Context: an optimization exercise on an open-source flow, tuned for small area. The choices shown serve that exercise and are no tape-out recipe. The RTL was checked by simulation tests, not by an equivalence proof against the original design. Power is estimated from default activity; no workload was simulated.

juniper:
## stage23_encode_module
module stage23_encode_module (
    clk , rst_n ,
    original_data_1 , original_data_2 , original_data_3 ,
    message_en_in ,
    message_en_out ,
    packet_head_data_out ,
    length_fast_1_out , length_fast_2_out , length_fast_3_out ,
    message_fast_1_out , message_fast_2_out , message_fast_3_out ,
    packet_ETX_data_out
    );
Size: ~5600 cells after synthesis, roughly 1700 flip-flops, about 0.056 mm^2 of cells after synthesis.
export LEC_CHECK = 0
export CAP_MARGIN = 20
export CORE_AREA = 5 5 1095 255
export CTS_CLUSTER_DIAMETER = 60
export CTS_CLUSTER_SIZE = 22
export DIE_AREA = 0 0 1100 260
export SLEW_MARGIN = 20
create_clock -name core_clock -period 7.0 [get_ports {clk}]
standard.sh (not shown) runs the stock make flow with config.mk's settings and CLKGATE_MAP_FILE= SYNTH_SCRIPT=/design/flow/synth_recipe.tcl, a recipe that flattens the netlist after the stock synthesis.
==> flow/flow/run.sh <==
#!/bin/bash
# Own layout flow: the standard flow (standard.sh), except that
#  - synthesis maps with an area-oriented ABC script and without ORFS's adder
#    extraction (same Yosys passes, registers and names otherwise),
#  - a tie cell drives up to 4 constant outputs instead of one (ties.tcl),
#  - the port buffers are the smallest buffer cell,
#  - clock tree synthesis uses no dummy loads (its sink clustering and buffer
#    come from config.mk's CTS_* settings, with defaults below).
set -euo pipefail
W=$(pwd)
F=$W/flow
R=$W/orfs/results/$FLOW_PLATFORM/stage23_encode_module/base

# ORFS's synth.tcl with the ABC call replaced
sed -e 's|log_cmd abc {\*}\$abc_args|log_cmd abc -script $::env(OWN_ABC_SCRIPT) {*}$lib_args {*}$lib_dont_use_args|' \
    "$FLOW_HOME/scripts/synth.tcl" > "$W/own_synth.tcl"
grep -q 'OWN_ABC_SCRIPT' "$W/own_synth.tcl"
export OWN_SYNTH_TCL=$W/own_synth.tcl
export OWN_ABC_SCRIPT=$F/abc_area.script

bash standard.sh SYNTH_SCRIPT="$F/synth_wrap.tcl" ADDER_MAP_FILE= SYNTH_INSBUF=0 synth > "$W/own_synth.log" 2>&1

bash standard.sh floorplan > "$W/own_floorplan.log" 2>&1
ODB=$R/2_floorplan.odb LIB=$FLOW_HOME/platforms/sky130hd/lib/sky130_fd_sc_hd__tt_025C_1v80.lib TIE_FANOUT=4 \
    openroad -no_init -exit "$F/ties.tcl" > "$W/own_ties.log" 2>&1

setting() { sed -n "s/^export $1 = //p" config.mk | tail -1; }
CSIZE=$(setting CTS_CLUSTER_SIZE); CSIZE=${CSIZE:-20}
CDIAM=$(setting CTS_CLUSTER_DIAMETER); CDIAM=${CDIAM:-60}
CBUF=$(setting CTS_BUF_LIST); CBUF=${CBUF:-sky130_fd_sc_hd__clkbuf_16}
CTS="-sink_clustering_enable -repair_clock_nets -sink_clustering_size $CSIZE"
CTS="$CTS -sink_clustering_max_diameter $CDIAM -buf_list {$CBUF} -dont_use_dummy_load"
bash standard.sh BUFFER_PORTS_ARGS="-buffer_cell sky130_fd_sc_hd__buf_1" CTS_ARGS="$CTS" finish > "$W/own_layout.log" 2>&1
test -s out/final.def
==> flow/flow/ties.tcl <==
# Tie cells for the constant outputs: the standard flow gives each output its
# own tie cell; here one tie cell drives up to TIE_FANOUT outputs of the same
# value (in port order).
read_db $::env(ODB)
set block [ord::get_db_block]
set n $::env(TIE_FANOUT)
foreach pin {LO HI} {
  # tie cells whose only load is one output port
  set ties {}
  foreach inst [$block getInsts] {
    if {[[$inst getMaster] getName] ne "sky130_fd_sc_hd__conb_1"} continue
    set it [$inst findITerm $pin]
    set net [$it getNet]
    if {$net eq "NULL"} continue
    if {[llength [$net getITerms]] != 1 || [llength [$net getBTerms]] != 1} continue
    lappend ties [list [[lindex [$net getBTerms] 0] getName] $inst $net]
  }
  set ties [lsort -dictionary -index 0 $ties]
  set keep ""
  set used 0
  foreach t $ties {
    lassign $t name inst net
    if {$keep eq "" || $used >= $n} {
      set keep $net
      set used 1
      continue
    }
    # move the port to the kept tie's net, remove this tie cell and its net
    set bt [lindex [$net getBTerms] 0]
    $bt disconnect
    $bt connect $keep
    odb::dbInst_destroy $inst
    odb::dbNet_destroy $net
    incr used
  }
  puts "ties on $pin: [llength $ties] outputs"
}
write_db $::env(ODB)
Other scripts of this flow, unchanged in this note and not shown: flow/flow/abc_area.script, flow/flow/synth_wrap.tcl
juniper | stages: all done | timing, DRC, antenna: all pass
Setup changes, juniper to willow
- CTS_CLUSTER_DIAMETER: 60 -> 70
- CTS_CLUSTER_SIZE: 22 -> 24
--- a/flow/flow/run.sh
+++ b/flow/flow/run.sh
@@ -3,5 +3,4 @@
 #  - synthesis maps with an area-oriented ABC script and without ORFS's adder
 #    extraction (same Yosys passes, registers and names otherwise),
-#  - a tie cell drives up to 4 constant outputs instead of one (ties.tcl),
 #  - the port buffers are the smallest buffer cell,
 #  - clock tree synthesis uses no dummy loads (its sink clustering and buffer
@@ -10,5 +9,4 @@
 W=$(pwd)
 F=$W/flow
-R=$W/orfs/results/$FLOW_PLATFORM/stage23_encode_module/base
 
 # ORFS's synth.tcl with the ABC call replaced
@@ -21,8 +19,4 @@
 bash standard.sh SYNTH_SCRIPT="$F/synth_wrap.tcl" ADDER_MAP_FILE= SYNTH_INSBUF=0 synth > "$W/own_synth.log" 2>&1
 
-bash standard.sh floorplan > "$W/own_floorplan.log" 2>&1
-ODB=$R/2_floorplan.odb LIB=$FLOW_HOME/platforms/sky130hd/lib/sky130_fd_sc_hd__tt_025C_1v80.lib TIE_FANOUT=4 \
-    openroad -no_init -exit "$F/ties.tcl" > "$W/own_ties.log" 2>&1
-
 setting() { sed -n "s/^export $1 = //p" config.mk | tail -1; }
 CSIZE=$(setting CTS_CLUSTER_SIZE); CSIZE=${CSIZE:-20}
removed: flow/flow/ties.tcl
[summary]
Having completed the whole flow, willow delivered a layout that passed the timing, design-rule and antenna checks.
Delta (willow minus juniper): period utilization now sits lower; area enclosed by the die boundary essentially unchanged; post-detailed-routing wire length went up 5.5%; via count shows an increase of about 3%.
Summary of the comparison: power is lower in willow, relative to juniper.
Lower total non-filler cell area in the finished layout goes to juniper over willow.
Relative to juniper, the final standard cell count with taps included and fillers excluded of willow is higher by 227.
## Diff of input files: tundra against willow
- CTS_CLUSTER_DIAMETER now 60, was 70
- CTS_CLUSTER_SIZE now 22, was 24
--- a/flow/flow/run.sh
+++ b/flow/flow/run.sh
@@ -3,4 +3,5 @@
 #  - synthesis maps with an area-oriented ABC script and without ORFS's adder
 #    extraction (same Yosys passes, registers and names otherwise),
+#  - a tie cell drives up to 2 constant outputs instead of one (ties.tcl),
 #  - the port buffers are the smallest buffer cell,
 #  - clock tree synthesis uses no dummy loads (its sink clustering and buffer
@@ -9,4 +10,5 @@
 W=$(pwd)
 F=$W/flow
+R=$W/orfs/results/$FLOW_PLATFORM/stage23_encode_module/base
 
 # ORFS's synth.tcl with the ABC call replaced
@@ -19,4 +21,8 @@
 bash standard.sh SYNTH_SCRIPT="$F/synth_wrap.tcl" ADDER_MAP_FILE= SYNTH_INSBUF=0 synth > "$W/own_synth.log" 2>&1
 
+bash standard.sh floorplan > "$W/own_floorplan.log" 2>&1
+ODB=$R/2_floorplan.odb LIB=$FLOW_HOME/platforms/sky130hd/lib/sky130_fd_sc_hd__tt_025C_1v80.lib TIE_FANOUT=2 \
+    openroad -no_init -exit "$F/ties.tcl" > "$W/own_ties.log" 2>&1
+
 setting() { sed -n "s/^export $1 = //p" config.mk | tail -1; }
 CSIZE=$(setting CTS_CLUSTER_SIZE); CSIZE=${CSIZE:-20}
==> flow/flow/ties.tcl (new file) <==
# Tie cells for the constant outputs: the standard flow gives each output its
# own tie cell; here one tie cell drives up to TIE_FANOUT outputs of the same
# value (in port order).
read_db $::env(ODB)
set block [ord::get_db_block]
set n $::env(TIE_FANOUT)
foreach pin {LO HI} {
  # tie cells whose only load is one output port
  set ties {}
  foreach inst [$block getInsts] {
    if {[[$inst getMaster] getName] ne "sky130_fd_sc_hd__conb_1"} continue
    set it [$inst findITerm $pin]
    set net [$it getNet]
    if {$net eq "NULL"} continue
    if {[llength [$net getITerms]] != 1 || [llength [$net getBTerms]] != 1} continue
    lappend ties [list [[lindex [$net getBTerms] 0] getName] $inst $net]
  }
  set ties [lsort -dictionary -index 0 $ties]
  set keep ""
  set used 0
  foreach t $ties {
    lassign $t name inst net
    if {$keep eq "" || $used >= $n} {
      set keep $net
      set used 1
      continue
    }
    # move the port to the kept tie's net, remove this tie cell and its net
    set bt [lindex [$net getBTerms] 0]
    $bt disconnect
    $bt connect $keep
    odb::dbInst_destroy $inst
    odb::dbNet_destroy $net
    incr used
  }
  puts "ties on $pin: [llength $ties] outputs"
}
write_db $::env(ODB)
Notes after the runs:
Every stage of tundra finished as expected; the final checks, on the other hand, flagged antenna rules, which means the layout fails.
Sort willow and tundra by critical path depth desc -> top: willow
~same buffer share of cell area in willow and tundra
Summary of tundra over willow: proportion of power drawn by the clock network climbed 0.9 points; first-pass GRT wire length dropped about 3%; total power climbed about 0.9%; count of plain and timing-repair buffers dropped 7.
From willow to tundra the numbers moved as follows: worst setup slack +56 ps, portion of total power attributed to combinational logic ~0 delta.
willow has higher proportion of cell area occupied by multi-input gates than tundra.
What yarrow does differently from tundra at the input level:
==> flow/flow/run.sh <==
#!/bin/bash
# Own layout flow: the standard flow (standard.sh), except that
#  - synthesis maps with an area-oriented ABC script and without ORFS's adder
#    extraction (same Yosys passes, registers and names otherwise),
#  - the port buffers are the smallest buffer cell,
#  - after global routing, gates off the critical paths are downsized (RECOVER_POWER),
#  - clock tree synthesis uses no dummy loads (its sink clustering and buffer
#    come from config.mk's CTS_* settings, with defaults below).
set -euo pipefail
W=$(pwd)
F=$W/flow

# ORFS's synth.tcl with the ABC call replaced
sed -e 's|log_cmd abc {\*}\$abc_args|log_cmd abc -script $::env(OWN_ABC_SCRIPT) {*}$lib_args {*}$lib_dont_use_args|' \
    "$FLOW_HOME/scripts/synth.tcl" > "$W/own_synth.tcl"
grep -q 'OWN_ABC_SCRIPT' "$W/own_synth.tcl"
export OWN_SYNTH_TCL=$W/own_synth.tcl
export OWN_ABC_SCRIPT=$F/abc_area.script

bash standard.sh SYNTH_SCRIPT="$F/synth_wrap.tcl" ADDER_MAP_FILE= SYNTH_INSBUF=0 synth > "$W/own_synth.log" 2>&1

setting() { sed -n "s/^export $1 = //p" config.mk | tail -1; }
CSIZE=$(setting CTS_CLUSTER_SIZE); CSIZE=${CSIZE:-20}
CDIAM=$(setting CTS_CLUSTER_DIAMETER); CDIAM=${CDIAM:-60}
CBUF=$(setting CTS_BUF_LIST); CBUF=${CBUF:-sky130_fd_sc_hd__clkbuf_16}
CTS="-sink_clustering_enable -repair_clock_nets -sink_clustering_size $CSIZE"
CTS="$CTS -sink_clustering_max_diameter $CDIAM -buf_list {$CBUF} -dont_use_dummy_load"
bash standard.sh BUFFER_PORTS_ARGS="-buffer_cell sky130_fd_sc_hd__buf_1" CTS_ARGS="$CTS" RECOVER_POWER=100 finish > "$W/own_layout.log" 2>&1
test -s out/final.def
removed: flow/flow/ties.tcl
==> results.txt <==
yarrow: complete, dirty (capacitance limit, slew limit). Diff tundra -> yarrow | detailed router's first-iteration violation count | up by a few percent. tundra → yarrow: vias per cell shrank by 0.50%; total detailed-routing wirelength up about 4%; final layout net count grew by 1.6%; largest voltage drop on the vdd net -about 17%. The run showing the smaller cell area after layout is tundra. Measured against each other, yarrow and tundra differ in global routing usage on met2, the higher figure coming from tundra. Of yarrow and tundra, the lower number of cells on the critical path belongs to yarrow. The worst hold slack after final layout in yarrow sits 7.8 ps above the value recorded for tundra. Via count of the first global-routing pass: yarrow < tundra.
The following lists how fjord was set up differently from yarrow:
- a change of CTS_CLUSTER_SIZE from 22 to 20
--- a/flow/flow/run.sh
+++ b/flow/flow/run.sh
@@ -4,5 +4,4 @@
 #    extraction (same Yosys passes, registers and names otherwise),
 #  - the port buffers are the smallest buffer cell,
-#  - after global routing, gates off the critical paths are downsized (RECOVER_POWER),
 #  - clock tree synthesis uses no dummy loads (its sink clustering and buffer
 #    come from config.mk's CTS_* settings, with defaults below).
@@ -26,4 +25,4 @@
 CTS="-sink_clustering_enable -repair_clock_nets -sink_clustering_size $CSIZE"
 CTS="$CTS -sink_clustering_max_diameter $CDIAM -buf_list {$CBUF} -dont_use_dummy_load"
-bash standard.sh BUFFER_PORTS_ARGS="-buffer_cell sky130_fd_sc_hd__buf_1" CTS_ARGS="$CTS" RECOVER_POWER=100 finish > "$W/own_layout.log" 2>&1
+bash standard.sh BUFFER_PORTS_ARGS="-buffer_cell sky130_fd_sc_hd__buf_1" CTS_ARGS="$CTS" finish > "$W/own_layout.log" 2>&1
 test -s out/final.def
==> results.txt <==
Layout checks on yarrow: not met. Flow itself completed; violations: capacitance limit, slew limit. fjord ended with every stage complete and zero timing, DRC or antenna violations. The stage delay of the slowest cell on the critical path in fjord was lower than what yarrow gave. End point of the critical path: message_fast_2_out[262] -> yarrow, message_fast_3_out[341] -> fjord. Critical path's slowest cell: dfxtp_2 -> yarrow, or4_1 -> fjord. Diff yarrow..fjord | total number of sequential cells | unchanged. Diff fjord..yarrow | average wire length per cell after detail routing | negligible. From yarrow to fjord the numbers moved as follows: register-to-register slack now larger, wire length comparable. fjord against yarrow: switching power as a share of total power closely matched the old numbers; setup slack increased by 200 ps relative to the old numbers; worst hold slack increased by 3.3 ps relative to the old numbers.
diff inputs: fjord => maple
- CORE_AREA changed from 5 5 1095 255 to 5 5 1195 235
- DIE_AREA changed from 0 0 1100 260 to 0 0 1200 240
- CTS_CLUSTER_DIAMETER removed (was 60)
- CTS_CLUSTER_SIZE removed (was 20)
==> flow/flow/run.sh <==
#!/bin/bash
# Own layout flow: the standard flow (standard.sh), except that
#  - synthesis maps with an area-oriented ABC script and without ORFS's adder
#    extraction (same Yosys passes, registers and names otherwise),
#  - the port buffers are the smallest buffer cell,
#  - clock tree synthesis uses no dummy loads.
set -euo pipefail
W=$(pwd)
F=$W/flow

# ORFS's synth.tcl with the ABC call replaced
sed -e 's|log_cmd abc {\*}\$abc_args|log_cmd abc -script $::env(OWN_ABC_SCRIPT) {*}$lib_args {*}$lib_dont_use_args|' \
    "$FLOW_HOME/scripts/synth.tcl" > "$W/own_synth.tcl"
grep -q 'OWN_ABC_SCRIPT' "$W/own_synth.tcl"
export OWN_SYNTH_TCL=$W/own_synth.tcl
export OWN_ABC_SCRIPT=$F/abc_area.script

bash standard.sh SYNTH_SCRIPT="$F/synth_wrap.tcl" ADDER_MAP_FILE= SYNTH_INSBUF=0 synth > "$W/own_synth.log" 2>&1

CTS="-sink_clustering_enable -repair_clock_nets -sink_clustering_size 20 -sink_clustering_max_diameter 60"
CTS="$CTS -buf_list sky130_fd_sc_hd__clkbuf_16 -dont_use_dummy_load"
bash standard.sh BUFFER_PORTS_ARGS="-buffer_cell sky130_fd_sc_hd__buf_1" CTS_ARGS="$CTS" finish > "$W/own_layout.log" 2>&1
test -s out/final.def
## What came out
maple ended up with more standard cells than fjord. maple has core utilization below what fjord had. Power (lower): fjord. From fjord to maple the numbers moved as follows: total wire length after detailed routing moved up; via count of the first global-routing pass shows an increase of 657. In maple the power share of the combinational group turned out 0.3 points higher than in fjord. Non-clock buffer total of the final layout of fjord is on par with maple. maple against fjord: area of the mapped netlist stayed essentially flat; final hold slack saw a decrease; overall die width went up by 9.1%.

separate check: timing with driven ports:
How much do the figures lean on ideal ports? The routed layouts below were timed once more, with nothing changed but the port constraints.
Step 1: set_driving_cell puts a clkbuf_16 on clk and a buf_2 on each other input, an assumption about the parent block.
Step 2 also shifts input and output timing later by t, the mid clock arrival at the registers, as if the neighbouring blocks saw the same clock.
Three values: ideal ports, drivers, drivers and shift; two values: the first two.
run	t (ns)	setup slack, ns	worst setup path after step 2	clock arrival spread, ns	cell pins on the clock port's net
juniper	0.783	0.284 / 0.224 / 1.008	register to output	0.124 / 0.123	1
willow	0.780	0.363 / 0.300 / 1.080	register to output	0.102 / 0.102	1
tundra	0.792	0.419 / 0.350 / 1.142	register to output	0.098 / 0.098	1
yarrow	0.774	0.169 / 0.105 / -0.165	input to register	0.154 / 0.155	1
fjord	0.781	0.372 / 0.308 / 1.089	register to output	0.140 / 0.140	1
maple	0.826	0.276 / 0.187 / 1.013	register to output	0.116 / 0.116	1
For yarrow, which loses most, drivers alone change the setup slack by -0.064 ns; drivers and shift together by -0.334 ns.
